Background: an optimization exercise with open tools, aiming at small area and a short achievable clock period. Do not read the settings as production practice. In this exercise RTL edits were held to simulation tests only and were not proved equivalent to the original. Power and IR drop assume default switching activity.

==> flow/design.v (outline; a module is shown in full before it is edited, if it fits) <==
// module ALU: 1075 lines
// module P_INV: 1 lines
// module P_ND2: 1 lines
// module P_NR2: 1 lines
// module P_AN2: 1 lines
// module P_OR2: 1 lines
// module P_ND3: 1 lines
// module P_AN3: 1 lines
// module P_O211AI: 1 lines
// module P_O311AI: 1 lines
// module P_O411AI: 1 lines
// module P_XOR2: 1 lines
// module P_XNR2: 1 lines
// module P_MX2I: 1 lines
// module P_OAI21: 1 lines
// module P_AOI21: 1 lines
// module P_O21A: 1 lines
// module P_HA: 1 lines
// module P_A222OI: 3 lines
// module ShifterSignExtender: 241 lines
// module XSel: 38 lines
// module AmtDec: 39 lines
// module ex_datapath: 93 lines
module ex_datapath(
    input  wire        CLK,
    input  wire [31:0] A,
    input  wire [31:0] Rm,
    input  wire [11:0] I,
    input  wire [1:0]  AM,
    input  wire        CIN,
    input  wire [3:0]  Op,
    output reg  [31:0] Out,
    output wire        Z,
    output wire        N,
    output reg         C,
    output reg         V
);
  // ...
==> flow/flow/run.sh <==
#!/bin/bash
set -euo pipefail
MARGIN=6.2
export BUFFER_PORTS_ARGS="-buffer_cell sky130_fd_sc_hd__buf_1"
sed "s|\"\${@:-finish}\"|SETUP_SLACK_MARGIN=${MARGIN} \"\${@:-finish}\"|" standard.sh > standard_margin.sh
grep -q "SETUP_SLACK_MARGIN=${MARGIN}" standard_margin.sh
bash standard_margin.sh > flow_make.log 2>&1
==> flow/standard.sh <==
#!/bin/bash
# synth_recipe.tcl (not shown) runs the flow's synth.tcl, then flattens the netlist and writes it again
# the make line also repeats each setting of config.mk as NAME=value (left out here)
make -C /OpenROAD-flow-scripts/flow DESIGN_CONFIG=/design/flow/config.mk WORK_HOME=/design/flow/orfs CLKGATE_MAP_FILE= SYNTH_SCRIPT=/design/flow/synth_recipe.tcl "${@:-finish}"
==> flow/config.mk <==
export PLATFORM = sky130hd
export DESIGN_NAME = ex_datapath
export DESIGN_NICKNAME = ex_datapath
export VERILOG_FILES = /design/flow/design.v
export SDC_FILE = /design/flow/constraint.sdc
export NUM_CORES = 4
export LEC_CHECK = 0
export CAP_MARGIN = 20
export CORE_MARGIN = 2
export CORE_UTILIZATION = 40
export CTS_BUF_LIST = sky130_fd_sc_hd__clkbuf_4 sky130_fd_sc_hd__clkbuf_8
export SLEW_MARGIN = 20
export SYNTH_HIERARCHICAL = 1
export TNS_END_PERCENT = 5
==> flow/constraint.sdc <==
create_clock -name core_clock -period 9.0 [get_ports {CLK}]
set_input_delay 1.8000 -clock core_clock [delete_from_list [all_inputs] [get_ports {CLK}]]
set_output_delay 1.8000 -clock core_clock [all_outputs]
set_load 0.01 [all_outputs]
==> run summary, run 1 <==
fmax=around 0.33 GHz; # port buffers=119; CP max stage cell=or3_4; GR Util met2=30.4%; P per Cell Area=around 220 nW/um^2; Core Util, Final=between 50% and 60%; run status=timing/DRC/antenna clean; Ys Warns=7; via/cell ratio=5.15; combinational share of power=~44%; # resized after CTS=37; Max FO, Critical Path=39; GR peak layer=met2; Sw Pwr=0.000858 W; maximum vdd drop=roughly 0.092 mV; WP data required=~9300 ps; multi-input gate count=slightly above 700; setup slack, reg-to-reg=5950 ps; Hold Violations, Final=0; area of the multi-input gates=5740 sq um; largest family of logic cells by synthesized area=multiplexers; top_reg_cell synth=dfxtp_1; Core Box Area=about 20000 sq um; Skew-Pair Late Insertion Delay=around 450 ps; clk buf depth=2; setup ws final=5930 ps; Placed Cells=~1300; CP endpoint kind=flop
==> run 2: changes to the inputs <==
--- a/flow/flow/run.sh
+++ b/flow/flow/run.sh
@@ -2,3 +2,3 @@
 set -euo pipefail
-MARGIN=6.2
+MARGIN=6.0
 export BUFFER_PORTS_ARGS="-buffer_cell sky130_fd_sc_hd__buf_1"
--- a/flow/config.mk
+++ b/flow/config.mk
@@ -13,2 +13 @@
 export SYNTH_HIERARCHICAL = 1
-export TNS_END_PERCENT = 5
==> run 2 against run 1 <==
Sequential power up 0.8%. Setup slack worse by 140 ps. Global-route usage up 2.6 points. Combinational power up 7%. Via count up 5.5%. Synthesized cell count unchanged.
==> run summary, run 2 <==
setup slack, reg-to-reg=5780 ps (-170 ps); vias in the first global route=between 7000 and 8000; Skew-Pair Late Insertion Delay=460 ps (about the same); first-pass GRT wire length=~37000 um; Yosys reg bits=127; post-synth cell types=37; count leader, synth=mux2i_1; syn nets=about 1100; CP arrival=approximately 3600 ps; die area=21800 sq um; filler cell count=approximately 1900; initial antenna violation count=0; clock sink count=around 130; Clk pin slew, worst setup/hold paths=80 ps; DRC Markers=0; layout cells sized above 1=roughly a fifth; drt pass-1 iters=10; all-layer global routing usage=around 22%; fmax=0.311 GHz (-4.4%); initial core utilization=between 40% and 50%; final setup violation count=0; WL per Instance=roughly 18 um; CTS tree=built; register area=2550 sq um; area of the multi-input gates=6050 sq um (+5.4%); Post-synth EDFFs=0; via/cell ratio=5.38 (+4.6%); area delta synth->final=30.4%; leading cell types in the layout, fill and taps excluded=mux2i_1, dfxtp_1, buf_1, nand2_1, inv_1; maximum vdd drop=0.101 mV (+9.6%); measured slew at the worst slew-check pin=623 ps; Layout Nets=about 1200; share of the clock period used by the worst path after layout=between 30% and 40%; FP Rows=52; synthesized cell area=8270 sq um; run status=timing/DRC/antenna clean; min Tclk post-route=3220 ps; WL final=approximately 25000 um; Synth top area share=a little over 30%; RSZ-0062 raised after global routing=yes; Die H=between 100 and 150 um; Mean Syn Cell Area=8.93 sq um; Hold Violations, Final=0 (unchanged); TNS Setup=0 ps; post-synthesis async set-or-reset flop share=0%; P per Cell Area=221 nW/um^2 (-1.6%); Reg2Reg Launch Point=amt3_q; largest net degree at the start of global routing=40; commonest non-fill, non-tap cell in the layout=mux2i_1; post-DP HPWL=~16000 um; # port buffers=119 (unchanged); Seq/Total Area, Yosys=between 30 and 40%; total gr overflow=0; depth of the CTS H-tree=4; die width=~150 um; WP data required=9400 ps (+60 ps); Iteration-0 DRC Markers=between 600 and 700; biggest regs=Out x32, r_q x32, xn_q x32; Yosys top cell by area=dfxtp_1; top_reg_cell synth=dfxtp_1; WHS Endpoint=Out[0]; Max-slew headroom=between 50% and 60%; Setup CP Type=reg -> reg; Post-DP Area=around 9300 sq um; top cells by instance count after synthesis=mux2i_1, dfxtp_1, nand2_1; R2R cell count=18; max-slew violations=0; Worst R2R End=zb[2]; # IOs=120; Antenna Nets Post-Route=0; min-delay src=cinn_q; worst hold path type=reg -> reg; clk buf depth=2 (unchanged); antenna fix cells=0; CP endpoint kind=flop; largest cells by area after synthesis=dfxtp_1, mux2i_1, ha_1, o21ai_1, nand2_1; clock root cell=clkbuf_8; hold path cells=1; number of buffers created by CTS=17; clk_skew=roughly 14 ps; Finished Cell Area=approximately 11000 sq um; Via Count=between 7000 and 8000; startpoint class of the critical path=flop; Leakage Power=approximately 4.6 nW; Core Box Area=20200 sq um (unchanged); RePlAce Congestion=around 0.84; Gate Count Post-Synth=between 900 and 1000; Max FO, Critical Path=10 (-74%); Ys Warns=7 (unchanged); max-cap viol count=0
-- run 2: changes by cell type in the layout (fill, tap and decap cells not counted), sizes merged --
| cell | change |
|---|---|
| clkinvlp | +3 |
| o22ai | +1 |
| buf | +7 |
| inv | +1 |
| and3 | +1 |
| a2bb2oi | +1 |
| clkbuf | -1 |
-- run 2: worst max-delay path by stage --
stage,start,to,cells past startpoint
CTS,amt3_q,zb[2],17
floorplan,I[5],r_q[0],5
detailed placement,AM[0],r_q[9],7
finish,amt3_q,zb[2],18
global route,amt3_q,zb[2],18
global placement,AM[0],r_q[18],7
-- run 2: timing repair --
| item | CTS | global route |
|---|---|---|
| setup endpoints to repair | 110 | 70 |
| cloned | 2 | 7 |
| endpoints found under the hold margin | 0 | 0 |
| gates resized for setup | 42 | 77 |
| pin swaps | 14 | 20 |
| setup buffers | 20 | 14 |
| hold buffers | 0 | 0 |
-- run 2: routing by layer --
layer  part of all wire (%)  global-route usage [%]  vias up
li1                       -                       -     3692
met1                     45                    29.0     3459
met2                     45                    34.6      288
met3                    6.0                    4.57       61
met4                    3.6                    9.66        0
met5                      0                       0        -
-- run 2: area by class of cell --
type | instances | share of cell area, %
Clock buffer | 19 | 2.42
Multi-Input combinational cell | 712 | 56.1
Sequential cell | 127 | 23.6
Timing Repair Buffer | 165 | 9.89
Clock inverter | 13 | 1.73
Inverter | 88 | 3.06
Tap cell | 270 | 3.13
-- run 2: critical path: stages (launching register included) --
cell and delay, ps:
dfxtp_4 400, buf_12 160, buf_6 120, mux2i_2 140
mux2i_1 280, mux2i_1 160, ha_1 380, nor2_2 60
nand2_1 90, o21ai_2 90, a21oi_2 180, o21ai_4 110
a21oi_4 280, buf_12 190, o21ai_2 70, xnor2_2 140
nor2_1 120, nand2_1 70, nor2_1 100
-- run 2: modules after synthesis, one instance, submodules excluded, excerpt --
module,cell area (sq um),cells inside,flops+latches
P_XOR2,8.76,1,0
P_O21A,7.51,1,0
P_O211AI,12.5,1,0
P_A222OI,10.0,1,0
P_O411AI,12.5,2,0
P_ND3,5.00,1,0
P_AOI21,8.76,1,0
P_OR2,6.26,1,0
P_O311AI,8.76,1,0
P_INV,3.75,1,0
P_AN3,6.26,1,0
-- run 2: through the flow --
step / hold WS, ps / setup WS [ps] / util (%) / power (W) / instances
global placement: 475 / 4830 / 46.1 / 0.00164 / 1319
detailed placement: 485 / 4770 / 46.1 / 0.00165 / 1319
CTS: 492 / 5880 / 50.5 / 0.00228 / 1373
floorplan: 384 / 5320 / - / 0.00141 / 926
global route: 512 / 5670 / 53.3 / 0.00253 / 1394
finish: 495 / 5780 / 53.3 / 0.00238 / 1394
-- run 2: cell families after synthesis --
kind of cell	Yosys count	share of synthesized area (%)
simple gates	211	10.5
mux	241	29.2
flops	127	30.7
xor+xnor	35	3.71
compound gates	178	15.1
buf+inv	91	4.27
fa+ha+maj	43	6.51
-- run 2: power breakdown --
part / total [W] / internal, W / switching (W) / leakage (nW)
combinational: 0.00107 / 0.000452 / 0.000617 / 3.28
sequential: 0.000753 / 0.000689 / 0.0000643 / 1.07
clock: 0.000560 / 0.000317 / 0.000243 / 0.214
total: 0.00238 / 0.00146 / 0.000925 / 4.56
==> run 3: changes to the inputs <==
--- a/flow/config.mk
+++ b/flow/config.mk
@@ -9,3 +9,3 @@
 export CORE_MARGIN = 2
-export CORE_UTILIZATION = 40
+export CORE_UTILIZATION = 50
 export CTS_BUF_LIST = sky130_fd_sc_hd__clkbuf_4 sky130_fd_sc_hd__clkbuf_8
@@ -13 +13,2 @@
 export SYNTH_HIERARCHICAL = 1
+export TNS_END_PERCENT = 5
==> run 3 against run 2 <==
Still clean. Synthesized cell count unchanged. Die area down 19%. Power down 5.3%. Wire length down 14%. First-iteration DRC count down 27%. Clock skew down 3.8 ps. Global-route usage up 2.0 points. Critical path depth unchanged. Clock power down 9.5%. Setup slack better by 64 ps.
==> run summary, run 3 <==
run status=timing/DRC/antenna clean; leading cell types in the layout, fill and taps excluded=mux2i_1, dfxtp_1, buf_1, nand2_1, inv_1; Clk pin slew, worst setup/hold paths=80 ps (about the same); Post-DP Area=9090 sq um (-2.6%); Skew-Pair Late Insertion Delay=470 ps (about the same); Core Util, Final=62.4% (+9.1 points); Layout Nets=1232 (-0.48%); post-DP HPWL=15500 um (-6.1%); antenna fix cells=0 (unchanged); share of the clock period used by the worst path after layout=35.0% (-0.71 points); WL per Instance=16.0 um (-11%); WL final=21300 um (-14%); max-slew violations=0 (unchanged); min-delay src=csub_q; layout cells sized above 1=16.3% (-4.1 points); number of buffers created by CTS=17 (unchanged); # port buffers=119 (unchanged); min Tclk post-route=3150 ps (-63.5 ps); Mean Syn Cell Area=8.93 sq um (unchanged); sw frac=38.9% (+0.061 points); synthesized cell area=8270 sq um (unchanged); RSZ-0062 raised after global routing=yes; depth of the CTS H-tree=4 (unchanged); setup slack, reg-to-reg=5850 ps (+60 ps); xor-xnor portion of the synthesized cell area=3.71% (unchanged); # IOs=120 (unchanged); clk buf depth=2 (unchanged); TNS Setup=0 ps (unchanged); FP Rows=47 (-9.6%); Core Box Area=16300 sq um (-19%); Yosys reg bits=127 (unchanged); total gr overflow=0 (unchanged); Post-synth EDFFs=0 (unchanged); DRC Markers=0 (unchanged); top cells by instance count after synthesis=mux2i_1, dfxtp_1, nand2_1; Finished Cell Area=10200 sq um (-5.4%); biggest regs=Out x32, r_q x32, xn_q x32; commonest non-fill, non-tap cell in the layout=mux2i_1; CTS tree=built; startpoint class of the critical path=flop; clock sink count=127 (unchanged); share of power burned in registers=33.1% (+1.5 points); CP endpoint kind=flop; drt pass-1 iters=7 (-3); Via Count=7151 (-4.7%); via/cell ratio=5.34 (-0.66%); final setup violation count=0 (unchanged); pre-CTS setup slack=4730 ps (-46.5 ps); Seq/Total Area, Yosys=30.7% (unchanged); Yosys top cell by area=dfxtp_1; first-pass GRT wire length=33700 um (-9.5%); clk_skew=9.88 ps (-3.77 ps); maximum vdd drop=0.0904 mV (-10%); setup ws final=5850 ps (+63.5 ps); R2R cell count=18 (unchanged); Die H=133 um (-10%); Max FO, Critical Path=17 (+7); max-cap viol count=0 (unchanged); Sw Pwr=0.000877 W (-5.1%); Gate Count Post-Synth=926 (unchanged); Synth top area share=30.7% (unchanged); WHS Endpoint=C; measured slew at the worst slew-check pin=585 ps (-38.6 ps); vias in the first global route=6660 (-5.0%); Max-slew headroom=61.0% (+2.6 points); P per Cell Area=221 nW/um^2 (+0.13%); top_reg_cell synth=dfxtp_1; Clk pwr share=22.5% (-1.0 points); largest cells by area after synthesis=dfxtp_1, mux2i_1, ha_1, o21ai_1, nand2_1; adder-cell share of the synthesized area=6.51% (unchanged); Hold-fix buffers, CTS=0 (unchanged); fmax=0.317 GHz (+2.0%); RePlAce Congestion=0.826 (-1.4%); CP arrival=3560 ps (-60 ps); Reg2Reg Launch Point=amt3_q; area delta synth->final=23.4%; Post-Synth Simple-Gate Area=10.5% (unchanged); hold path cells=1 (unchanged); die area=17600 sq um (-19%); Hold Violations, Final=0 (unchanged); count leader, synth=mux2i_1; largest net degree at the start of global routing=40 (unchanged); WP data required=9410 ps (about the same); Worst R2R End=zb[3]; internal power=0.00138 W (-5.4%); Setup CP Type=reg -> reg; largest family of logic cells by synthesized area=multiplexers; post-synth cell types=37 (unchanged); compound-gate portion of the synthesized area=15.1% (unchanged); all-layer global routing usage=23.9% (+2.0 points); worst hold path type=reg -> reg; multiplexer share of the synthesized area=29.2% (unchanged); Leakage Power=4.38 nW (-3.8%); initial core utilization=50.6% (+9.7 points); Ys Warns=7 (unchanged); initial antenna violation count=0 (unchanged); Iteration-0 DRC Markers=506 (-27%); combinational share of power=44.4% (-0.5 points); die width=133 um (-10%); syn nets=1053 (unchanged); Antenna Nets Post-Route=0 (unchanged); post-synthesis async set-or-reset flop share=0% (unchanged); clock root cell=clkbuf_8
## run 3: metal layers
layer / wire length (um) / track usage, %
met1: 9780 / 31.4
met4: 520 / 9.92
met5: 0 / 0
met2: 10100 / 39.4
met3: 962 / 3.52
## run 3: layout make-up
class | instances | area [sq um]
inverter | 88 | 330
multi-input combinational | 709 | 5750
tap | 220 | 275
clock buffer | 20 | 275
clock inverter | 12 | 134
timing repair buffer | 162 | 886
sequential | 127 | 2550
fill | 1447 | 6140
## run 3: per-stage QoR
step | hold WS (ps) | total power [W] | cells
2_1_floorplan | 384 | 0.00139 | 926
3_3_place_gp | 419 | 0.00160 | 1270
3_5_place_dp | 419 | 0.00161 | 1270
4_1_cts | 438 | 0.00220 | 1325
5_1_grt | 453 | 0.00240 | 1338
6_report | 438 | 0.00226 | 1338
## run 3: repair_timing
action,4_1_cts,5_1_grt
setup endpoints to repair,78,67
pin swaps,15,20
buffers inserted,23,12
resized for setup,49,39
cloned,0,1
## run 3: logic make-up after synthesis
family                   count (synthesis)
AO/OA/AOI/OAI                          178
XOR/XNOR                                35
adder cells (fa/ha/maj)                 43
buffers and inverters                   91
flip-flops                             127
multiplexers                           241
AND/OR/NAND/NOR                        211
## run 3: critical path, cell delays in order, from the launching register on
cell and delay (ps):
dfxtp_4 440, buf_8 160, buf_6 100, mux2i_2 220, mux2i_1 120, mux2i_1 170, ha_1 300, nor2_2 120
nand2_1 90, o21ai_2 200, a21oi_4 60, o21ai_4 250, a21oi_4 90, buf_12 170, o21ai_1 180, xnor2_1 110
nor2_1 140, nand2_1 60, nor2_1 80
## run 3: power by group through the flow
stage          sequential [W]  combinational, W  clock [W]
5_1_grt              0.000758           0.00110   0.000536
3_5_place_dp         0.000765          0.000849          0
6_report             0.000747           0.00100   0.000507
3_3_place_gp         0.000763          0.000841          0
2_1_floorplan        0.000797          0.000590          0
4_1_cts              0.000747          0.000942   0.000513
## run 3: modules after synthesis, one instance, submodules excluded, a selection
module,cells inside,flip-flops and latches,times used,area (sq um)
ex_datapath,213,127,1,3150
P_O211AI,1,0,1,12.5
P_O411AI,2,0,1,12.5
P_A222OI,1,0,32,10.0
P_XOR2,1,0,12,8.76
P_XNR2,1,0,21,8.76
P_O311AI,1,0,1,8.76
P_AN2,1,0,4,6.26
P_OR2,1,0,1,6.26
P_OAI21,1,0,80,5.00
P_NR2,1,0,86,3.75
P_ND2,1,0,88,3.75
## run 3: worst max-delay path by stage
stage / start / to / depth (start not counted)
after floorplan: I[5] / r_q[0] / 5
after global placement: AM[0] / gtn_q[1] / 7
after detailed placement: AM[0] / gtn_q[1] / 7
after CTS: amt3_q / zb[1] / 17
after global routing: amt3_q / zb[3] / 17
final: amt3_q / zb[3] / 18
==> run 4: changes to the inputs <==
--- a/flow/config.mk
+++ b/flow/config.mk
@@ -9,3 +9,3 @@
 export CORE_MARGIN = 2
-export CORE_UTILIZATION = 50
+export CORE_UTILIZATION = 40
 export CTS_BUF_LIST = sky130_fd_sc_hd__clkbuf_4 sky130_fd_sc_hd__clkbuf_8
==> run 4 against run 3 <==
Still clean on timing, DRC and antenna. Setup slack improved by 81 ps. First-iteration DRC count increased by 1.6%. Area after synthesis unchanged. Via count decreased by 0.73%. Cell count increased by 3.2%. Power increased by 2.1%. Die area increased by 24%. Flip-flop and latch count unchanged. Design area increased by 0.59%. Largest cell class unchanged.
==> run summary, run 4 <==
run status=timing/DRC/antenna clean; setup ws final=5930 ps (+81.2 ps); Skew-Pair Late Insertion Delay=450 ps (-20 ps); pre-CTS setup slack=4760 ps (+33.9 ps); Synth top area share=30.7% (unchanged); total gr overflow=0 (unchanged); Layout Nets=1225 (-0.57%); Post-DP Area=9160 sq um (+0.77%); clock sink count=127 (unchanged); max-slew violations=0 (unchanged); layout cells sized above 1=15.8% (-0.44 points); drt pass-1 iters=10 (+3); die area=21800 sq um (+24%); Seq/Total Area, Yosys=30.7% (unchanged); Ys Warns=7 (unchanged); synthesized cell area=8270 sq um (unchanged); share of the clock period used by the worst path after layout=34.1% (-0.90 points); all-layer global routing usage=19.4% (-4.6 points); RePlAce Congestion=0.875 (+5.8%); setup slack, reg-to-reg=5950 ps (+100 ps); depth of the CTS H-tree=4 (unchanged); largest net degree at the start of global routing=40 (unchanged); via/cell ratio=5.14 (-3.8%); startpoint class of the critical path=input pin; CP endpoint kind=flop; Yosys top cell by area=dfxtp_1; worst hold path type=reg -> reg; count leader, synth=mux2i_1; Die H=148 um (+11%); number of buffers created by CTS=17 (unchanged); FP Rows=52 (+11%); top_reg_cell synth=dfxtp_1; biggest regs=Out x32, r_q x32, xn_q x32; hold path cells=1 (unchanged); min Tclk post-route=3070 ps (-81.2 ps); WL final=21500 um (+0.73%); WHS Endpoint=C; vias in the first global route=6568 (-1.4%); Max FO, Critical Path=39 (+22); CP arrival=3410 ps (-150 ps); initial core utilization=40.9% (-9.7 points); Hold Violations, Final=0 (unchanged); Leakage Power=4.42 nW (+0.84%); Clk pin slew, worst setup/hold paths=70 ps (about the same); Reg2Reg Launch Point=amt3_q; clk buf depth=2 (unchanged); maximum vdd drop=0.0921 mV (+1.9%); R2R cell count=18 (unchanged); Post-synth EDFFs=0 (unchanged); measured slew at the worst slew-check pin=504 ps (-80.6 ps); Gate Count Post-Synth=926 (unchanged); filler cell count=1930 (+33%); min-delay src=csub_q; Core Util, Final=50.7% (-12 points); # IOs=120 (unchanged); WP data required=9340 ps (-70 ps); top cells by instance count after synthesis=mux2i_1, dfxtp_1, nand2_1; DRC Markers=0 (unchanged); initial antenna violation count=0 (unchanged); commonest non-fill, non-tap cell in the layout=mux2i_1; WL per Instance=15.6 um (-2.4%); TNS Setup=0 ps (unchanged); Worst R2R End=zb[2]; final setup violation count=0 (unchanged); antenna fix cells=0 (unchanged); Antenna Nets Post-Route=0 (unchanged); post-synthesis async set-or-reset flop share=0% (unchanged); syn nets=1053 (unchanged); Yosys reg bits=127 (unchanged); largest cells by area after synthesis=dfxtp_1, mux2i_1, ha_1, o21ai_1, nand2_1; area delta synth->final=24.1%; Max-slew headroom=66.4% (+5.4 points); hold_ws=425 ps (-13.7 ps); leading cell types in the layout, fill and taps excluded=mux2i_1, dfxtp_1, buf_1, nand2_1, inv_1; die width=148 um (+11%); fmax=0.326 GHz (+2.6%); Finished Cell Area=10300 sq um (+0.59%); max-cap viol count=0 (unchanged); clock root cell=clkbuf_8; clk_skew=10.8 ps (+0.913 ps); # port buffers=119 (unchanged); Setup CP Type=in -> reg; Iteration-0 DRC Markers=514 (+1.6%); CTS tree=built; Mean Syn Cell Area=8.93 sq um (unchanged); P per Cell Area=224 nW/um^2 (+1.5%); Core Box Area=20200 sq um (+24%); first-pass GRT wire length=33700 um (+0.23%); RSZ-0062 raised after global routing=yes; Via Count=7099 (-0.73%); post-synth cell types=37 (unchanged); post-DP HPWL=15800 um (+2.4%)
## run 4: cell counts after synthesis
Identical to the previous run, type by type.
## run 4: power breakdown
group	internal (W)	leakage, nW	switching, W
registers	0.000690	1.07	0.0000570
logic	0.000419	3.12	0.000582
clock network	0.000337	0.233	0.000219
total	0.00145	4.42	0.000858
## run 4: kinds of logic (layout without fill, tap and decap cells)
logic type | Yosys count | count (layout) | synth area share [%]
AND/OR/NAND/NOR | 211 | 212 | 10.5
multiplexers | 241 | 241 | 29.2
XOR/XNOR | 35 | 35 | 3.71
adder cells (fa/ha/maj) | 43 | 43 | 6.51
AO/OA/AOI/OAI | 178 | 178 | 15.1
buffers and inverters | 91 | 275 | 4.27
flip-flops | 127 | 127 | 30.7
## run 4: worst max-delay path by stage
stage	startpoint	end	slack, ps	cells past startpoint
floorplan	I[5]	r_q[0]	5320	5
global placement	AM[0]	gtn_q[0]	4830	7
detailed placement	AM[0]	gtn_q[0]	4760	7
CTS	amt3_q	V	5920	16
global route	amt3_q	zb[2]	5790	18
finish	AM[0]	gtn_q[0]	5930	8
## run 4: area by class of cell
cell class / instances / area [sq um] / area share, %
Timing Repair Buffer: 155 / 846 / 8.24
Inverter: 88 / 330 / 3.22
Sequential cell: 127 / 2550 / 24.8
Multi-Input combinational cell: 709 / 5740 / 55.9
Clock inverter: 9 / 155 / 1.51
Clock buffer: 23 / 304 / 2.96
Tap cell: 270 / 338 / 3.29
## run 4: layer usage
metal / up-vias / track usage (%) / routed length, um
met5: - / 0 / 0
met4: 0 / 7.40 / 461
met3: 24 / 3.09 / 902
met2: 190 / 30.4 / 9670
met1: 3217 / 26.8 / 10500
li1: 3668 / - / -
## run 4: modules after synthesis (local to each module, per instance), excerpt
module,area (sq um),cells inside,flops+latches
P_NR2,3.75,1,0
P_XOR2,8.76,1,0
P_AN3,6.26,1,0
P_XNR2,8.76,1,0
P_O311AI,8.76,1,0
P_MX2I,10.0,1,0
P_ND3,5.00,1,0
P_O211AI,12.5,1,0
P_AOI21,8.76,1,0
P_OAI21,5.00,1,0
## run 4: stage by stage
| stage | total power, W | instances |
|---|---|---|
| 3_3_place_gp | 0.00161 | 1321 |
| 4_1_cts | 0.00225 | 1372 |
| 6_report | 0.00230 | 1381 |
| 5_1_grt | 0.00246 | 1381 |
| 3_5_place_dp | 0.00162 | 1321 |
| 2_1_floorplan | 0.00139 | 926 |
## run 4: worst max-delay path, stage by stage
cell and delay (ps):
clkbuf_16 200, nand2_1 160, or3_4 420, inv_1 180, ha_1 300, nand2_1 70, o21ai_0 80, a21o_1 190
## run 4: repair_timing
item	in CTS	in global routing
resized for setup	37	47
hold buffers	0	0
endpoints found under the setup margin	79	71
endpoints found under the hold margin	0	0
setup buffers	19	7
gates cloned	0	2
pin swaps	10	22
==> run 5: changes to the inputs <==
--- a/flow/config.mk
+++ b/flow/config.mk
@@ -11,2 +11,3 @@
 export CTS_BUF_LIST = sky130_fd_sc_hd__clkbuf_4 sky130_fd_sc_hd__clkbuf_8
+export GPL_TIMING_DRIVEN = 0
 export SLEW_MARGIN = 20
==> run 5 against run 4 <==
Still clean on timing, DRC and antenna. Die area unchanged. First-iteration DRC count decreased by 9.5%. Count of clock-buffer cells in the layout decreased by 6. Setup slack got worse by 150 ps. Area after synthesis unchanged. Critical path type is now reg -> reg. Critical endpoint is now zb[2]. Highest routed layer unchanged.
==> run summary, run 5 <==
WL final=21500 um (about the same); Gate Count Post-Synth=926 (unchanged); RSZ-0062 raised after global routing=yes; Placed Cells=1319 (-0.15%); top_reg_cell synth=dfxtp_1; Antenna Nets Post-Route=0 (unchanged); syn nets=1053 (unchanged); FP Rows=52 (unchanged); worst hold path type=reg -> reg; combinational share of power=43.2% (-0.2 points); share of the clock period used by the worst path after layout=35.8% (+1.7 points); post-synth cell types=37 (unchanged); Ys Warns=7 (unchanged); number of buffers created by CTS=17 (unchanged); DRC Markers=0 (unchanged); Non-Filler Instances=1382 (+0.072%); max-cap viol count=0 (unchanged); TNS Setup=0 ps (unchanged); initial core utilization=40.9% (unchanged); CTS tree=built; Yosys reg bits=127 (unchanged); Die H=148 um (unchanged); internal power=0.00142 W (-1.7%); area delta synth->final=25.2%; # port buffers=118 (-0.84%); WL per Instance=15.5 um (-0.12%); layout cells sized above 1=15.1% (-0.73 points); Finished Cell Area=10400 sq um (+0.91%); sw frac=38.3% (+1.1 points); Hold Violations, Final=0 (unchanged); clk_skew=12.7 ps (+1.89 ps); Setup CP Type=reg -> reg; final setup violation count=0 (unchanged); WP data required=9360 ps (+20 ps); Leakage Power=4.41 nW (-0.19%); CP endpoint kind=flop; vias in the first global route=6679 (+1.7%); antenna fix cells=0 (unchanged); Mean Syn Cell Area=8.93 sq um (unchanged); hold_ws=423 ps (-1.39 ps); die width=148 um (unchanged); clock root cell=clkbuf_8; pre-CTS setup slack=4370 ps (-386 ps); Yosys top cell by area=dfxtp_1; via/cell ratio=5.17 (+0.62%); total gr overflow=0 (unchanged); commonest non-fill, non-tap cell in the layout=mux2i_1; leading cell types in the layout, fill and taps excluded=mux2i_1, dfxtp_1, buf_1, nand2_1, inv_1; RePlAce Congestion=0.845 (-3.4%); clk buf depth=2 (unchanged); drt pass-1 iters=6 (-4); largest net degree at the start of global routing=40 (unchanged); share of power burned in registers=33.0% (+0.6 points); area of the multi-input gates=5720 sq um (-0.31%); synthesized cell area=8270 sq um (unchanged); Seq/Total Area, Yosys=30.7% (unchanged); max-slew violations=0 (unchanged); Clk pin slew, worst setup/hold paths=80 ps (about the same); clock sink count=127 (unchanged); Via Count=7148 (+0.69%); setup ws final=5770 ps (-155 ps); CP arrival=3590 ps (+180 ps); Max-slew headroom=50.4% (-16 points); Core Box Area=20200 sq um (unchanged); run status=timing/DRC/antenna clean; initial antenna violation count=0 (unchanged); Post-synth EDFFs=0 (unchanged); startpoint class of the critical path=flop; Iteration-0 DRC Markers=465 (-9.5%); Post-DP Area=9260 sq um (+1.1%); fmax=0.310 GHz (-4.8%); depth of the CTS H-tree=4 (unchanged); min Tclk post-route=3230 ps (+155 ps); Sw Pwr=0.000884 W (+3.0%); Max FO, Critical Path=7 (-82%); filler cell count=1917 (-0.67%); biggest regs=Out x32, r_q x32, xn_q x32; top cells by instance count after synthesis=mux2i_1, dfxtp_1, nand2_1; Layout Nets=1226 (+0.082%); # IOs=120 (unchanged); die area=21800 sq um (unchanged); measured slew at the worst slew-check pin=744 ps (+240 ps); Hold-fix buffers, CTS=0 (unchanged); post-synthesis async set-or-reset flop share=0% (unchanged); post-DP HPWL=15700 um (-0.76%); P per Cell Area=223 nW/um^2 (-0.85%); count leader, synth=mux2i_1; first-pass GRT wire length=34500 um (+2.1%); all-layer global routing usage=19.9% (+0.49 points); largest cells by area after synthesis=dfxtp_1, mux2i_1, ha_1, o21ai_1, nand2_1; Clk pwr share=23.8% (-0.4 points); Synth top area share=30.7% (unchanged); Skew-Pair Late Insertion Delay=460 ps (about the same); register area=2560 sq um (+0.34%); maximum vdd drop=0.0998 mV (+8.4%)
[run 5: kinds of logic after synthesis]
| kind of cell | Yosys count | share of synthesized area (%) |
|---|---|---|
| mux | 241 | 29.2 |
| simple gates | 211 | 10.5 |
| compound gates | 178 | 15.1 |
| flops | 127 | 30.7 |
| buf+inv | 91 | 4.27 |
| fa+ha+maj | 43 | 6.51 |
| xor+xnor | 35 | 3.71 |
[run 5: through the flow]
step | utilization [%] | power, W
6_report | 51.2 | 0.00231
5_1_grt | 51.2 | 0.00246
4_1_cts | 50.3 | 0.00227
3_5_place_dp | 45.8 | 0.00163
3_3_place_gp | 44.9 | 0.00161
2_1_floorplan | - | 0.00139
[run 5: metal layers]
metal  GRT usage [%]  part of all wire (%)  routed length [um]
met5               0                     0                   0
met4            7.45                   1.9                 416
met3            2.93                   4.7                1000
met2            31.8                    46                9890
met1            27.2                    47               10200
[run 5: final timing paths]
| kind | from | endpoint | slack (ps) | depth (start not counted) |
|---|---|---|---|---|
| max | amt3_q | zb[2] | 5770 | 18 |
| max reg2reg | amt3_q | zb[2] | 5770 | 18 |
| min | csub_q | C | 420 | 1 |
| min reg2reg | csub_q | C | 420 | 1 |
[run 5: worst max-delay path, stage by stage, from the launching register on]
cell	delay, ps
dfxtp_4	450
buf_12	170
mux2i_4	270
mux2i_4	120
mux2i_2	210
ha_1	310
nor2_2	160
nand2_2	90
o21ai_4	120
a21oi_4	90
o21ai_4	230
a21oi_4	90
buf_4	140
buf_4	140
o21ai_1	160
xnor2_1	180
nor2_1	80
nand2_1	80
nor2_1	40
[run 5: cell type report]
type                       instances  area share [%]
timing repair buffer             154            9.08
buffer                             3           0.230
sequential                       127            24.7
inverter                          88            3.19
tap                              270            3.26
clock buffer                      17            2.26
multi-input combinational        708            55.3
clock inverter                    15            2.02
[run 5: power by group through the flow]
stage,Combinational (W),Sequential (W),Clock (W)
2_1_floorplan,0.000590,0.000797,0
3_3_place_gp,0.000833,0.000775,0
3_5_place_dp,0.000858,0.000776,0
4_1_cts,0.000954,0.000758,0.000562
5_1_grt,0.00110,0.000774,0.000589
6_report,0.000996,0.000760,0.000549
[run 5: what timing repair did]
action                     CTS  global route
gates resized for setup     45            29
pin swaps                   12            14
cloned                       0             0
buffers inserted            26             5
setup endpoints to repair   82            74
[run 5: per-module statistics from Yosys, one instance, submodules excluded, excerpt]
module	copies in the design	flip-flops and latches	area, sq um	cells inside
P_XNR2	21	0	8.76	1
P_INV	78	0	3.75	1
P_XOR2	12	0	8.76	1
ex_datapath	1	127	3150	213
P_O411AI	1	0	12.5	2
P_MX2I	240	0	10.0	1
P_AN3	1	0	6.26	1
P_O211AI	1	0	12.5	1
P_OAI21	80	0	5.00	1
==> run 6: changes to the inputs <==
--- a/flow/config.mk
+++ b/flow/config.mk
@@ -7,3 +7,3 @@
 export LEC_CHECK = 0
-export CAP_MARGIN = 20
+export CAP_MARGIN = 0
 export CORE_MARGIN = 2
@@ -11,4 +11,3 @@
 export CTS_BUF_LIST = sky130_fd_sc_hd__clkbuf_4 sky130_fd_sc_hd__clkbuf_8
-export GPL_TIMING_DRIVEN = 0
-export SLEW_MARGIN = 20
+export SLEW_MARGIN = 0
 export SYNTH_HIERARCHICAL = 1
==> run 6 against run 5 <==
Clock power grew 1%. Power is essentially flat. Still clean. Highest routed layer unchanged. Clock skew shrank 1.9 ps. Flip-flop and latch count is the same. Count of clock-buffer cells in the layout grew 6. Non-clock buffer count shrank 2. Critical endpoint is now gtn_q[0]. Fmax grew 5.0%. Die area is the same.
==> run summary, run 6 <==
WL final=21500 um (about the same); clock sink count=127 (unchanged); synthesized cell area=8270 sq um (unchanged); number of buffers created by CTS=17 (unchanged); depth of the CTS H-tree=4 (unchanged); cells along the critical path=clkbuf_16 > nand2_1 > or3_4 > inv_1 > ha_1 > nand2_1 > o21ai_0 > a21o_1; clk buf depth=2 (unchanged); clk_skew=10.8 ps (-1.89 ps); share of the clock period used by the worst path after layout=34.1% (-1.7 points); hold path cells=1 (unchanged); filler cell count=1930 (+0.68%); delay-heaviest family, CP=simple AND/OR/NAND/NOR gates; Gate Count Post-Synth=926 (unchanged); fmax=0.326 GHz (+5.0%); area of the multi-input gates=5740 sq um (+0.31%); Leakage Power=4.42 nW (+0.19%); Non-Filler Instances=1381 (-0.072%); FP Rows=52 (unchanged); post-DP HPWL=15800 um (+0.77%); # port buffers=119 (+0.85%); Via Count=7099 (-0.69%); worst hold path type=reg -> reg; biggest regs=Out x32, r_q x32, xn_q x32; Max FO, Critical Path=39 (+32); area delta synth->final=24.1%; min Tclk post-route=3070 ps (-155 ps); top cells by instance count after synthesis=mux2i_1, dfxtp_1, nand2_1; CTS tree=built; antenna fix cells=0 (unchanged); via/cell ratio=5.14 (-0.61%); R2R cell count=18 (unchanged); vias in the first global route=6568 (-1.7%); Reg2Reg Launch Point=amt3_q; Yosys top cell by area=dfxtp_1; P per Cell Area=224 nW/um^2 (+0.86%); WP data required=9340 ps (-20 ps); largest cells by area after synthesis=dfxtp_1, mux2i_1, ha_1, o21ai_1, nand2_1; DRC Markers=0 (unchanged); post-synthesis async set-or-reset flop share=0% (unchanged); die area=21800 sq um (unchanged); first-pass GRT wire length=33700 um (-2.1%); RSZ-0062 raised after global routing=yes; commonest non-fill, non-tap cell in the layout=mux2i_1; Post-synth EDFFs=0 (unchanged); min-delay src=csub_q; startpoint class of the critical path=input pin; measured slew at the worst slew-check pin=504 ps (-240 ps); Max-slew headroom=66.4% (+16 points); Ys Warns=7 (unchanged); syn nets=1053 (unchanged); run status=timing/DRC/antenna clean; Iteration-0 DRC Markers=514 (+11%); Hold Violations, Final=0 (unchanged); die width=148 um (unchanged); Skew-Pair Late Insertion Delay=450 ps (about the same); CP max stage cell=or3_4; leading cell types in the layout, fill and taps excluded=mux2i_1, dfxtp_1, buf_1, nand2_1, inv_1; Setup CP Type=in -> reg; final setup violation count=0 (unchanged); WL per Instance=15.6 um (+0.12%); stages on the worst setup path=8 (-10); largest net degree at the start of global routing=40 (unchanged); drt pass-1 iters=10 (+4); most used cell, CP=nand2_1; Clk pin slew, worst setup/hold paths=70 ps (about the same); Die H=148 um (unchanged); clock root cell=clkbuf_8; Yosys reg bits=127 (unchanged); max-cap viol count=0 (unchanged); RePlAce Congestion=0.875 (+3.5%); all-layer global routing usage=19.4% (-0.49 points); maximum vdd drop=0.0921 mV (-7.8%); Mean Syn Cell Area=8.93 sq um (unchanged); CP Buf/Inv Count=2 (-1); register area=2550 sq um (-0.34%); Synth top area share=30.7% (unchanged); Core Box Area=20200 sq um (unchanged); Antenna Nets Post-Route=0 (unchanged); Seq/Total Area, Yosys=30.7% (unchanged); Placed Cells=1321 (+0.15%); TNS Setup=0 ps (unchanged); post-synth cell types=37 (unchanged); CP arrival=3410 ps (-180 ps); Worst path max stage delay=420 ps (-30 ps); top_reg_cell synth=dfxtp_1; # IOs=120 (unchanged); layout cells sized above 1=15.8% (+0.73 points); initial antenna violation count=0 (unchanged); count leader, synth=mux2i_1; total gr overflow=0 (unchanged); Worst Setup SP=AM[0]; Layout Nets=1225 (-0.082%); CP endpoint kind=flop; initial core utilization=40.9% (unchanged); max-slew violations=0 (unchanged)
run 6: cell counts after synthesis:
Identical to the previous run, type by type.
run 6: through the flow:
step	total power [W]	setup WS [ps]	area [sq um]	hold slack [ps]	util [%]
floorplan	0.00139	5320	8310	384	-
global placement	0.00161	4830	9160	425	45.3
detailed placement	0.00162	4760	9160	407	45.3
CTS	0.00225	5920	9950	420	49.2
global route	0.00246	5790	10300	439	50.7
finish	0.00230	5930	10300	425	50.7
run 6: cell type report:
type	count	area share, %
Clock buffer	23	2.96
Timing Repair Buffer	155	8.24
Inverter	88	3.22
Multi-Input combinational cell	709	55.9
Tap cell	270	3.29
Clock inverter	9	1.51
Sequential cell	127	24.8
run 6: report_power, final:
| group | internal (W) | total (W) | switching (W) |
|---|---|---|---|
| clock network | 0.000337 | 0.000557 | 0.000219 |
| logic | 0.000419 | 0.00100 | 0.000582 |
| registers | 0.000690 | 0.000747 | 0.0000570 |
run 6: per-layer routing:
metal	track usage [%]	routed length, um
met1	26.8	10500
met3	3.09	902
met2	30.4	9670
met4	7.40	461
met5	0	0
run 6: worst paths after layout:
path / slack (ps) / endpoint
hold reg to reg: 420 / C
setup / recovery: 5930 / gtn_q[0]
hold / removal: 420 / C
setup reg to reg: 5950 / zb[2]
run 6: what timing repair did:
item | 4_1_cts | 5_1_grt
endpoints found under the setup margin | 79 | 71
hold endpoints to repair | 0 | 0
setup buffers | 19 | 7
gates cloned | 0 | 2
resized for setup | 37 | 47
pin swaps | 10 | 22
hold buffers | 0 | 0
run 6: kinds of logic (layout without fill, tap and decap cells):
logic type	after synthesis	in the layout	share of synthesized area (%)
muxes	241	241	29.2
and+or+nand+nor	211	212	10.5
AOI/OAI and AO/OA	178	178	15.1
DFF	127	127	30.7
buffers and inverters	91	275	4.27
adders and majority gates	43	43	6.51
xor gates and xnor gates	35	35	3.71
run 6: worst reg2reg max path: stages (launching register included):
cell,delay [ps]
dfxtp_4,400
buf_6,150
buf_6,140
mux2i_4,260
mux2i_2,130
mux2i_2,210
ha_1,300
nor2_2,120
nand2_1,80
o21ai_2,90
a21oi_2,70
o21ai_4,240
a21oi_4,90
buf_12,160
o21ai_1,170
xnor2_1,160
nor2_1,70
nand2_1,70
nor2_1,40
run 6: Yosys stat by module, one instance, submodules excluded, excerpt:
| module | cells | area (sq um) |
|---|---|---|
| P_AN3 | 1 | 6.26 |
| P_AOI21 | 1 | 8.76 |
| P_NR2 | 1 | 3.75 |
| P_O311AI | 1 | 8.76 |
| P_ND2 | 1 | 3.75 |
| P_INV | 1 | 3.75 |
| P_MX2I | 1 | 10.0 |
| P_O21A | 1 | 7.51 |
| P_XNR2 | 1 | 8.76 |
| P_AN2 | 1 | 6.26 |
| P_A222OI | 1 | 10.0 |
| P_HA | 1 | 12.5 |
| P_OAI21 | 1 | 5.00 |
| P_ND3 | 1 | 5.00 |
==> run 7: changes to the inputs <==
--- a/flow/config.mk
+++ b/flow/config.mk
@@ -7,7 +7,7 @@
 export LEC_CHECK = 0
-export CAP_MARGIN = 0
+export CAP_MARGIN = 20
 export CORE_MARGIN = 2
 export CORE_UTILIZATION = 40
-export CTS_BUF_LIST = sky130_fd_sc_hd__clkbuf_4 sky130_fd_sc_hd__clkbuf_8
-export SLEW_MARGIN = 0
+export CTS_BUF_LIST = sky130_fd_sc_hd__clkbuf_16
+export SLEW_MARGIN = 20
 export SYNTH_HIERARCHICAL = 1
==> run 7 against run 6 <==
Still clean on timing, DRC and antenna. Synthesized cell count is the same. Register-to-register slack about the same. Critical path depth fell by 1. Worst hold slack got worse by 2.4 ps. First-iteration DRC count is 15% lower. Sequential power hardly changed. Clock power grew 25%. Fmax shrank 0.39%. Utilization increased by 0.80 points. Setup slack worse by 12 ps. Critical endpoint is now gen_q[3].
==> run summary, run 7 <==
Skew-Pair Late Insertion Delay=420 ps (-30 ps); Layout Nets=1227 (+0.16%); measured slew at the worst slew-check pin=506 ps (+2.09 ps); number of buffers created by CTS=17 (unchanged); # IOs=120 (unchanged); TNS Setup=0 ps (unchanged); multiplexer share of the synthesized area=29.2% (unchanged); share of the clock period used by the worst path after layout=34.3% (+0.13 points); startpoint class of the critical path=input pin; WL per Instance=15.8 um (+1.5%); cells along the critical path=clkbuf_16 > nand2_1 > or3_4 > ha_1 > nand2b_1 > a21o_1 > a21oi_1; depth of the CTS H-tree=4 (unchanged); count leader, synth=mux2i_1; clock sink count=127 (unchanged); xor-xnor portion of the synthesized cell area=3.71% (unchanged); largest net degree at the start of global routing=40 (unchanged); CP max stage cell=or3_4; max-cap viol count=0 (unchanged); Worst path max stage delay=420 ps (about the same); CP arrival=3430 ps (+20 ps); WP data required=9340 ps (about the same); drt pass-1 iters=9 (-1); Post-Synth Simple-Gate Area=10.5% (unchanged); Hold-fix buffers, CTS=0 (unchanged); internal power=0.00157 W (+8.4%); max-slew violations=0 (unchanged); Max FO, Critical Path=39 (unchanged); initial antenna violation count=0 (unchanged); worst hold path type=reg -> reg; die width=148 um (unchanged); Yosys reg bits=127 (unchanged); Gate Count Post-Synth=926 (unchanged); Sw Pwr=0.000885 W (+3.1%); hold_ws=422 ps (-2.37 ps); first-pass GRT wire length=34100 um (+1.1%); top_reg_cell synth=dfxtp_1; final setup violation count=0 (unchanged); # port buffers=119 (unchanged); Post-DP Area=9160 sq um (unchanged); post-synthesis async set-or-reset flop share=0% (unchanged); Via Count=7204 (+1.5%); initial core utilization=40.9% (unchanged); clk_skew=7.67 ps (-3.13 ps); synthesized cell area=8270 sq um (unchanged); CP Buf/Inv Count=1 (-1); Synth top area share=30.7% (unchanged); syn nets=1053 (unchanged); RePlAce Congestion=0.875 (unchanged); Yosys top cell by area=dfxtp_1; vias in the first global route=6586 (+0.27%); antenna fix cells=0 (unchanged); compound-gate portion of the synthesized area=15.1% (unchanged); DRC Markers=0 (unchanged); Core Util, Final=51.5% (+0.80 points); biggest regs=Out x32, r_q x32, xn_q x32; die area=21800 sq um (unchanged); layout cells sized above 1=15.0% (-0.84 points); Seq/Total Area, Yosys=30.7% (unchanged); Hold Violations, Final=0 (unchanged); Post-synth EDFFs=0 (unchanged); Clk pwr share=28.4% (+4.2 points); filler cell count=1907 (-1.2%); delay-heaviest family, CP=simple AND/OR/NAND/NOR gates; Leakage Power=4.47 nW (+1.2%); commonest non-fill, non-tap cell in the layout=mux2i_1; run status=timing/DRC/antenna clean; Mean Syn Cell Area=8.93 sq um (unchanged); CP endpoint kind=flop; Max-slew headroom=66.3% (-0.14 points); largest family of logic cells by synthesized area=multiplexers; Antenna Nets Post-Route=0 (unchanged); leading cell types in the layout, fill and taps excluded=mux2i_1, dfxtp_1, buf_1, nand2_1, inv_1; setup slack, reg-to-reg=5950 ps (about the same); FP Rows=52 (unchanged); fmax=0.324 GHz (-0.39%); Die H=148 um (unchanged); total gr overflow=0 (unchanged); all-layer global routing usage=19.6% (+0.22 points); clock root cell=clkbuf_16; maximum vdd drop=0.122 mV (+32%); adder-cell share of the synthesized area=6.51% (unchanged); Iteration-0 DRC Markers=439 (-15%); sw frac=36.1% (-1.2 points); combinational share of power=41.0% (-2.4 points); share of power burned in registers=30.5% (-1.9 points); Finished Cell Area=10400 sq um (+1.6%); area delta synth->final=26.1%; WL final=21900 um (+1.6%); RSZ-0062 raised after global routing=yes; Core Box Area=20200 sq um (unchanged); CTS tree=built; P per Cell Area=235 nW/um^2 (+4.8%); clk buf depth=2 (unchanged); min Tclk post-route=3080 ps (+12.0 ps); largest cells by area after synthesis=dfxtp_1, mux2i_1, ha_1, o21ai_1, nand2_1; Ys Warns=7 (unchanged); via/cell ratio=5.21 (+1.3%); Setup CP Type=in -> reg; Clk pin slew, worst setup/hold paths=50 ps (-20 ps); top cells by instance count after synthesis=mux2i_1, dfxtp_1, nand2_1; post-DP HPWL=15800 um (unchanged); post-synth cell types=37 (unchanged)
==> run 7: changes by cell type in the layout (fill, tap and decap cells not counted), sizes merged <==
cell,delta
clkbuf,-6
inv,+2
buf,+2
clkinv,+4
==> run 7: layout make-up <==
cell class                 instances  area [sq um]  area share [%]
multi-input combinational        709          5730            54.9
sequential                       127          2550            24.5
timing repair buffer             157           877            8.41
clock buffer                      17           425            4.08
tap                              270           338            3.24
inverter                          88           330            3.17
clock inverter                    15           178            1.70
==> run 7: cells by family after synthesis <==
logic type | count (synthesis)
AO/OA/AOI/OAI | 178
XOR/XNOR | 35
adder cells (fa/ha/maj) | 43
buffers and inverters | 91
flip-flops | 127
multiplexers | 241
AND/OR/NAND/NOR | 211
==> run 7: modules after synthesis, one instance, submodules excluded, a selection <==
module | cell area, sq um | times used | flops+latches | cells
P_AOI21 | 8.76 | 32 | 0 | 1
P_HA | 12.5 | 32 | 0 | 1
P_INV | 3.75 | 78 | 0 | 1
P_O21A | 7.51 | 1 | 0 | 1
P_O411AI | 12.5 | 1 | 0 | 2
P_XNR2 | 8.76 | 21 | 0 | 1
P_XOR2 | 8.76 | 12 | 0 | 1
==> run 7: final timing paths <==
path              endpoint  cells past startpoint    from
setup / recovery  gen_q[3]                      7   AM[0]
hold reg to reg          C                      1  csub_q
setup reg to reg     zb[3]                     19  amt3_q
hold / removal           C                      1  csub_q
==> run 7: power by group through the flow <==
stage               clock network [W]  logic [W]  registers, W
global placement                    0   0.000845      0.000765
detailed placement                  0   0.000858      0.000764
floorplan                           0   0.000590      0.000797
finish                       0.000697    0.00101      0.000748
global route                 0.000738    0.00111      0.000761
CTS                          0.000710   0.000946      0.000748
==> run 7: what timing repair did <==
item,CTS,global route
setup buffers,21,7
endpoints found under the setup margin,78,65
pin swaps,13,21
resized for setup,43,40
gates cloned,0,2
==> run 7: routing by layer <==
| layer | routed length, um | global-route usage [%] | vias to the layer above | part of all wire, % |
|---|---|---|---|---|
| li1 | - | - | 3677 | - |
| met3 | 1020 | 3.36 | 29 | 4.6 |
| met4 | 371 | 5.77 | 0 | 1.7 |
| met2 | 9940 | 31.3 | 199 | 45 |
| met5 | 0 | 0 | - | 0 |
| met1 | 10500 | 27.2 | 3299 | 48 |
==> run 7: metrics by stage <==
step	power (W)	instances	setup slack (ps)
after floorplan	0.00139	926	5320
after global placement	0.00161	1321	4830
after detailed placement	0.00162	1321	4760
after CTS	0.00240	1374	5920
after global routing	0.00261	1383	5760
final	0.00245	1383	5920
==> run 8: changes to the inputs <==
--- a/flow/config.mk
+++ b/flow/config.mk
@@ -10,3 +10,3 @@
 export CORE_UTILIZATION = 40
-export CTS_BUF_LIST = sky130_fd_sc_hd__clkbuf_16
+export CTS_BUF_LIST = sky130_fd_sc_hd__clkbuf_2 sky130_fd_sc_hd__clkbuf_4
 export SLEW_MARGIN = 20
==> run 8 against run 7 <==
Still clean. Synthesized cell count did not move. Clock skew rose by 6.5 ps. Cell count fell by 0.58%. Flip-flop and latch count did not move. Via count fell by 1.5%. Critical endpoint is now gtn_q[0]. Highest routed layer unchanged.
==> run summary, run 8 <==
run status=timing/DRC/antenna clean; largest cells by area after synthesis=dfxtp_1, mux2i_1, ha_1, o21ai_1, nand2_1; WL per Instance=15.5 um (-2.0%); WP data required=9440 ps (+100 ps); final setup violation count=0 (unchanged); share of the clock period used by the worst path after layout=34.5% (+0.22 points); # port buffers=119 (unchanged); CTS tree=built; Yosys top cell by area=dfxtp_1; number of buffers created by CTS=17 (unchanged); pre-CTS setup slack=4760 ps (unchanged); Ys Warns=7 (unchanged); clock sink count=127 (unchanged); worst hold path type=reg -> reg; Worst path max stage delay=450 ps (+30 ps); internal power=0.00131 W (-16%); Synth top area share=30.7% (unchanged); Gate Count Post-Synth=926 (unchanged); first-pass GRT wire length=33900 um (-0.67%); Mean Syn Cell Area=8.93 sq um (unchanged); clk buf depth=2 (unchanged); Core Box Area=20200 sq um (unchanged); CP arrival=3550 ps (+120 ps); share of power burned in registers=34.9% (+4.4 points); Clk pwr share=20.0% (-8.4 points); startpoint class of the critical path=input pin; measured slew at the worst slew-check pin=505 ps (-0.641 ps); largest family of logic cells by synthesized area=multiplexers; Leakage Power=4.31 nW (-3.7%); min Tclk post-route=3100 ps (+19.5 ps); Iteration-0 DRC Markers=463 (+5.5%); biggest regs=Out x32, r_q x32, xn_q x32; setup ws final=5900 ps (-19.5 ps); layout cells sized above 1=14.3% (-0.69 points); syn nets=1053 (unchanged); TNS Setup=0 ps (unchanged); # IOs=120 (unchanged); fmax=0.322 GHz (-0.63%); max-cap viol count=0 (unchanged); Seq/Total Area, Yosys=30.7% (unchanged); all-layer global routing usage=19.5% (-0.14 points); total gr overflow=0 (unchanged); CP Buf/Inv Count=1 (unchanged); clk_skew=14.2 ps (+6.51 ps); Sw Pwr=0.000836 W (-5.5%); P per Cell Area=215 nW/um^2 (-8.6%); DRC Markers=0 (unchanged); Non-Filler Instances=1375 (-0.58%); RePlAce Congestion=0.875 (unchanged); Die H=148 um (unchanged); depth of the CTS H-tree=4 (unchanged); via/cell ratio=5.16 (-0.90%); die area=21800 sq um (unchanged); Setup CP Type=in -> reg; area delta synth->final=20.8%; CP max stage cell=ha_2; WL final=21300 um (-2.5%); Clk pin slew, worst setup/hold paths=100 ps (+50 ps); filler cell count=1960 (+2.8%); adder-cell share of the synthesized area=6.51% (unchanged); Post-Synth Simple-Gate Area=10.5% (unchanged); leading cell types in the layout, fill and taps excluded=mux2i_1, dfxtp_1, buf_1, nand2_1, inv_1; drt pass-1 iters=8 (-1); top_reg_cell synth=dfxtp_1; vias in the first global route=6568 (-0.27%); commonest non-fill, non-tap cell in the layout=mux2i_1; largest net degree at the start of global routing=40 (unchanged); compound-gate portion of the synthesized area=15.1% (unchanged); Layout Nets=1218 (-0.73%); clock root cell=clkbuf_4; max-slew violations=0 (unchanged); initial core utilization=40.9% (unchanged); cells along the critical path=clkbuf_8 > nand2_1 > or3_4 > ha_2 > nor2b_1 > o21ai_0 > a21o_1; RSZ-0062 raised after global routing=yes; post-synthesis async set-or-reset flop share=0% (unchanged); top cells by instance count after synthesis=mux2i_1, dfxtp_1, nand2_1; Final Power=0.00215 W (-12%); xor-xnor portion of the synthesized cell area=3.71% (unchanged); Via Count=7098 (-1.5%); FP Rows=52 (unchanged); synthesized cell area=8270 sq um (unchanged); Antenna Nets Post-Route=0 (unchanged); post-DP HPWL=15800 um (unchanged); initial antenna violation count=1 (+1); Yosys reg bits=127 (unchanged); post-synth cell types=37 (unchanged); count leader, synth=mux2i_1; CP endpoint kind=flop; maximum vdd drop=0.0823 mV (-32%); die width=148 um (unchanged); Skew-Pair Late Insertion Delay=550 ps (+130 ps); multiplexer share of the synthesized area=29.2% (unchanged); delay-heaviest family, CP=simple AND/OR/NAND/NOR gates; Post-synth EDFFs=0 (unchanged); Max FO, Critical Path=39 (unchanged); Placed Cells=1321 (unchanged); sw frac=38.9% (+2.8 points); Max-slew headroom=66.3% (about the same); Hold Violations, Final=0 (unchanged); combinational share of power=45.2% (+4.2 points)
run 8: cell counts after synthesis:
Identical to the previous run, type by type.
run 8: path summary, 6_finish.rpt:
kind / start / end / slack [ps] / cells past startpoint
worst min-delay path: csub_q / C / 430 / 1
worst max register to register: amt3_q / zb[2] / 5940 / 17
worst min register to register: csub_q / C / 430 / 1
worst max-delay path: AM[0] / gtn_q[0] / 5900 / 7
run 8: what timing repair did:
action	in CTS	in global routing
setup buffers	19	1
hold buffers	0	0
pin swaps	19	11
endpoints found under the setup margin	79	65
gates resized for setup	50	18
gates cloned	1	0
run 8: layer usage:
metal	GRT usage (%)	vias to the layer above	wire, um
li1	-	3652	-
met1	26.9	3222	10400
met2	30.7	198	9430
met3	3.27	26	1050
met4	6.83	0	447
met5	0	-	0
run 8: Yosys stat by module (local to each module, per instance), a selection:
module / cell area (sq um) / cells / flip-flops and latches
P_O211AI: 12.5 / 1 / 0
P_O411AI: 12.5 / 2 / 0
P_MX2I: 10.0 / 1 / 0
P_O311AI: 8.76 / 1 / 0
P_XNR2: 8.76 / 1 / 0
P_AOI21: 8.76 / 1 / 0
P_AN2: 6.26 / 1 / 0
P_OR2: 6.26 / 1 / 0
P_AN3: 6.26 / 1 / 0
P_NR2: 3.75 / 1 / 0
run 8: power by group through the flow:
stage,Clock [W],Combinational (W),Sequential [W]
floorplan,0,0.000590,0.000797
global placement,0,0.000845,0.000765
detailed placement,0,0.000858,0.000764
CTS,0.000439,0.000947,0.000748
global route,0.000466,0.00107,0.000762
finish,0.000429,0.000970,0.000749
run 8: cells by family after synthesis:
family / after synthesis
mux: 241
simple gates: 211
compound gates: 178
flops: 127
buf+inv: 91
fa+ha+maj: 43
xor+xnor: 35
run 8: layout make-up:
| cell class | count | area (sq um) | share of cell area (%) |
|---|---|---|---|
| Sequential cell | 127 | 2550 | 25.5 |
| Inverter | 88 | 330 | 3.31 |
| Antenna cell | 1 | 2.50 | 0.0251 |
| Tap cell | 270 | 338 | 3.38 |
| Clock buffer | 19 | 143 | 1.43 |
| Multi-Input combinational cell | 708 | 5690 | 56.9 |
| Timing Repair Buffer | 149 | 766 | 7.67 |
| Clock inverter | 13 | 170 | 1.70 |
run 8: per-stage QoR:
step / hold WS [ps] / utilization, % / instance area, sq um
floorplan: 384 / - / 8310
global placement: 425 / 45.3 / 9160
detailed placement: 407 / 45.3 / 9160
CTS: 425 / 48.9 / 9890
global route: 444 / 49.4 / 9990
finish: 429 / 49.4 / 9990
run 8: worst reg2reg max path, cell delays in order (launching register included):
cell and delay [ps]:
dfxtp_4 450, buf_12 160, mux2i_4 240, mux2i_1 110
mux2i_1 230, ha_1 310, nor2_2 120, nand2_2 70
o21ai_2 200, a21oi_4 80, o21ai_4 250, a21oi_4 90
buf_12 160, o21ai_1 180, xnor2_1 150, nor2_1 70
nand2_1 70, nor2_1 40
==> run 9: changes to the inputs <==
--- a/flow/flow/run.sh
+++ b/flow/flow/run.sh
@@ -2,3 +2,3 @@
 set -euo pipefail
-MARGIN=6.0
+MARGIN=5.9
 export BUFFER_PORTS_ARGS="-buffer_cell sky130_fd_sc_hd__buf_1"
--- a/flow/config.mk
+++ b/flow/config.mk
@@ -10,3 +10,3 @@
 export CORE_UTILIZATION = 40
-export CTS_BUF_LIST = sky130_fd_sc_hd__clkbuf_2 sky130_fd_sc_hd__clkbuf_4
+export CTS_BUF_LIST = sky130_fd_sc_hd__clkbuf_4
 export SLEW_MARGIN = 20
==> run 9 against run 8 <==
Clock skew is essentially flat. Setup slack worse by 66 ps. Critical path type unchanged. Global-route usage fell by 0.29 points. Clock power is essentially flat. Utilization decreased by 0.22 points.
==> run summary, run 9 <==
Setup CP Type=in -> reg; post-DP HPWL=15800 um (unchanged); WP data required=9450 ps (about the same); CP arrival=3620 ps (+70 ps); synthesized cell area=8270 sq um (unchanged); # port buffers=119 (unchanged); vias in the first global route=6421 (-2.2%); Post-synth EDFFs=0 (unchanged); CP endpoint kind=flop; area of the multi-input gates=5700 sq um (+0.18%); CP max stage cell=ha_2; share of the clock period used by the worst path after layout=35.2% (+0.73 points); worst hold path type=reg -> reg; setup ws final=5830 ps (-65.8 ps); Core Box Area=20200 sq um (unchanged); R2R cell count=17 (unchanged); initial core utilization=40.9% (unchanged); Skew-Pair Late Insertion Delay=560 ps (about the same); clk buf depth=2 (unchanged); area delta synth->final=20.2%; pre-CTS setup slack=4760 ps (unchanged); Antenna Nets Post-Route=0 (unchanged); WL per Instance=15.6 um (+0.41%); CTS tree=built; via/cell ratio=5.17 (+0.19%); max-slew violations=0 (unchanged); Ys Warns=7 (unchanged); commonest non-fill, non-tap cell in the layout=mux2i_1; number of buffers created by CTS=17 (unchanged); post-synthesis async set-or-reset flop share=0% (unchanged); min Tclk post-route=3170 ps (+65.8 ps); setup slack, reg-to-reg=5920 ps (-20 ps); Critical Path Sink=gtn_q[0]; Hold Violations, Final=0 (unchanged); final setup violation count=0 (unchanged); Reg2Reg Launch Point=amt3_q; Hold-fix buffers, CTS=0 (unchanged); cells along the critical path=clkbuf_8 > nand2_1 > or3_1 > ha_2 > nor2b_1 > o21ai_0 > a21o_1; RSZ-0062 raised after global routing=yes; largest cells by area after synthesis=dfxtp_1, mux2i_1, ha_1, o21ai_1, nand2_1; Worst path max stage delay=480 ps (+30 ps); Yosys reg bits=127 (unchanged); RePlAce Congestion=0.875 (unchanged); Worst Setup SP=AM[0]; clock root cell=clkbuf_4; Layout Nets=1211 (-0.57%); startpoint class of the critical path=input pin; filler cell count=1969 (+0.46%); biggest regs=Out x32, r_q x32, xn_q x32; Leakage Power=4.25 nW (-1.3%); total gr overflow=0 (unchanged); Via Count=7075 (-0.32%); TNS Setup=0 ps (unchanged); top cells by instance count after synthesis=mux2i_1, dfxtp_1, nand2_1; Mean Syn Cell Area=8.93 sq um (unchanged); drt pass-1 iters=8 (unchanged); max-cap viol count=0 (unchanged); Clk pin slew, worst setup/hold paths=100 ps (about the same); first-pass GRT wire length=33300 um (-1.7%); measured slew at the worst slew-check pin=505 ps (-0.0548 ps); Max-slew headroom=66.3% (about the same); register area=2550 sq um (about the same); Worst R2R End=zb[2]; die width=148 um (unchanged); Seq/Total Area, Yosys=30.7% (unchanged); layout cells sized above 1=13.2% (-1.1 points); fmax=0.316 GHz (-2.1%); all-layer global routing usage=19.2% (-0.29 points); Die H=148 um (unchanged); # IOs=120 (unchanged); syn nets=1053 (unchanged); Final Power=0.00213 W (-0.82%); largest net degree at the start of global routing=40 (unchanged); maximum vdd drop=0.0807 mV (-1.9%); clk_skew=14.1 ps (-0.0571 ps); Synth top area share=30.7% (unchanged); hold path cells=1 (unchanged); Iteration-0 DRC Markers=503 (+8.6%); Yosys top cell by area=dfxtp_1; P per Cell Area=214 nW/um^2 (-0.38%); post-synth cell types=37 (unchanged); clock sink count=127 (unchanged); die area=21800 sq um (unchanged); Max FO, Critical Path=39 (unchanged); FP Rows=52 (unchanged); DRC Markers=0 (unchanged); depth of the CTS H-tree=4 (unchanged); initial antenna violation count=1 (unchanged); top_reg_cell synth=dfxtp_1; count leader, synth=mux2i_1; leading cell types in the layout, fill and taps excluded=mux2i_1, dfxtp_1, buf_1, nand2_1, inv_1; WL final=21300 um (about the same); run status=timing/DRC/antenna clean; Gate Count Post-Synth=926 (unchanged)
run 9: repair_timing:
| action | 4_1_cts | 5_1_grt |
|---|---|---|
| setup endpoints to repair | 79 | 50 |
| cloned | 0 | 1 |
| hold endpoints to repair | 0 | 0 |
| gates resized for setup | 20 | 46 |
| setup buffers | 9 | 4 |
| pin swaps | 2 | 14 |
run 9: layout make-up:
cell class	count	share of cell area [%]
flip-flops and latches	127	25.6
diodes	1	0.0252
repair buffers	142	7.17
well taps	270	3.40
inverters	88	3.32
clock buffers	19	1.43
clock inverters	13	1.71
multi-input cells	708	57.3
run 9: critical path, delay by kind of cell:
| kind | cells | cell delay, ps |
|---|---|---|
| AO/OA/AOI/OAI | 2 | 260 |
| buffers and inverters | 1 | 260 |
| adder cells (fa/ha/maj) | 1 | 480 |
| AND/OR/NAND/NOR | 3 | 800 |
run 9: per-stage QoR:
step                hold slack, ps  utilization, %  instances  area [sq um]
global route                   445            49.1       1368          9940
finish                         430            49.1       1368          9940
detailed placement             407            45.3       1321          9160
CTS                            425            47.8       1362          9670
floorplan                      384               -        926          8310
global placement               425            45.3       1321          9160
run 9: layer usage:
layer	part of all wire (%)	routed length, um	vias up	track usage (%)
met2	44	9370	191	29.9
li1	-	-	3641	-
met5	0	0	-	0
met3	4.9	1040	28	3.27
met4	2.1	441	0	6.83
met1	49	10400	3215	26.7
run 9: how the worst min path moves through the flow:
stage | to | from
2_1_floorplan | C | csub_q
3_3_place_gp | C | csub_q
3_5_place_dp | C | csub_q
4_1_cts | C | csub_q
5_1_grt | C | csub_q
6_report | C | csub_q
run 9: cell families (layout without fill, tap and decap cells):
logic type / after synthesis / in the layout / share of synthesized area, %
compound gates: 178 / 178 / 15.1
xor+xnor: 35 / 35 / 3.71
fa+ha+maj: 43 / 43 / 6.51
buf+inv: 91 / 262 / 4.27
flops: 127 / 127 / 30.7
mux: 241 / 241 / 29.2
other cells: 0 / 1 / 0
simple gates: 211 / 211 / 10.5
run 9: where the power goes:
part | internal, W | switching [W] | total (W)
clock | 0.000222 | 0.000206 | 0.000428
sequential | 0.000689 | 0.0000617 | 0.000751
combinational | 0.000384 | 0.000567 | 0.000951
total | 0.00130 | 0.000834 | 0.00213
run 9: per-module statistics from Yosys (local to each module, per instance), a selection:
| module | copies in the design | cells | cell area, sq um |
|---|---|---|---|
| P_O21A | 1 | 1 | 7.51 |
| P_AN2 | 4 | 1 | 6.26 |
| P_AN3 | 1 | 1 | 6.26 |
| P_O211AI | 1 | 1 | 12.5 |
| P_ND2 | 88 | 1 | 3.75 |
| P_OR2 | 1 | 1 | 6.26 |

==> static timing again, ports no longer ideal <==
In the flow no input, the clock included, has a driving cell. The finished layouts below were timed again as built, in two steps. Step 1 sets driving cells, clkbuf_16 on the clock port and buf_2 on the other inputs (assumed; they add their load-dependent delay and slew). Step 2 times the ports against the registers' clock, not the clock port: input delays grow and output delays shrink by t, the midpoint of the rising clock arrivals with the driver on. Slacks: ideal ports / drivers / drivers and shift; pairs: ideal ports / drivers.
run	t (ns)	setup WS [ns]	hold slack, ns	worst slew at a driven data input, ns
run 1	0.484	5.926 / 5.905 / 5.421	0.424 / 0.424 / 0.424	0.06
run 2	0.498	5.784 / 5.784 / 5.499	0.495 / 0.495 / 0.495	0.09
run 3	0.500	5.848 / 5.848 / 5.435	0.438 / 0.438 / 0.438	0.06
run 4	0.485	5.929 / 5.909 / 5.423	0.425 / 0.425 / 0.425	0.06
run 5	0.489	5.774 / 5.774 / 5.343	0.423 / 0.423 / 0.423	0.05
run 6	0.485	5.929 / 5.909 / 5.423	0.425 / 0.425 / 0.425	0.06
run 7	0.457	5.917 / 5.900 / 5.443	0.422 / 0.422 / 0.422	0.06
run 8	0.583	5.897 / 5.899 / 5.315	0.429 / 0.429 / 0.429	0.04
run 9	0.591	5.832 / 5.837 / 5.246	0.430 / 0.430 / 0.430	0.04
After both steps every run listed still meets setup and hold. For run 9, which loses most, drivers alone change the setup slack by +0.005 ns; drivers and shift together by -0.586 ns.
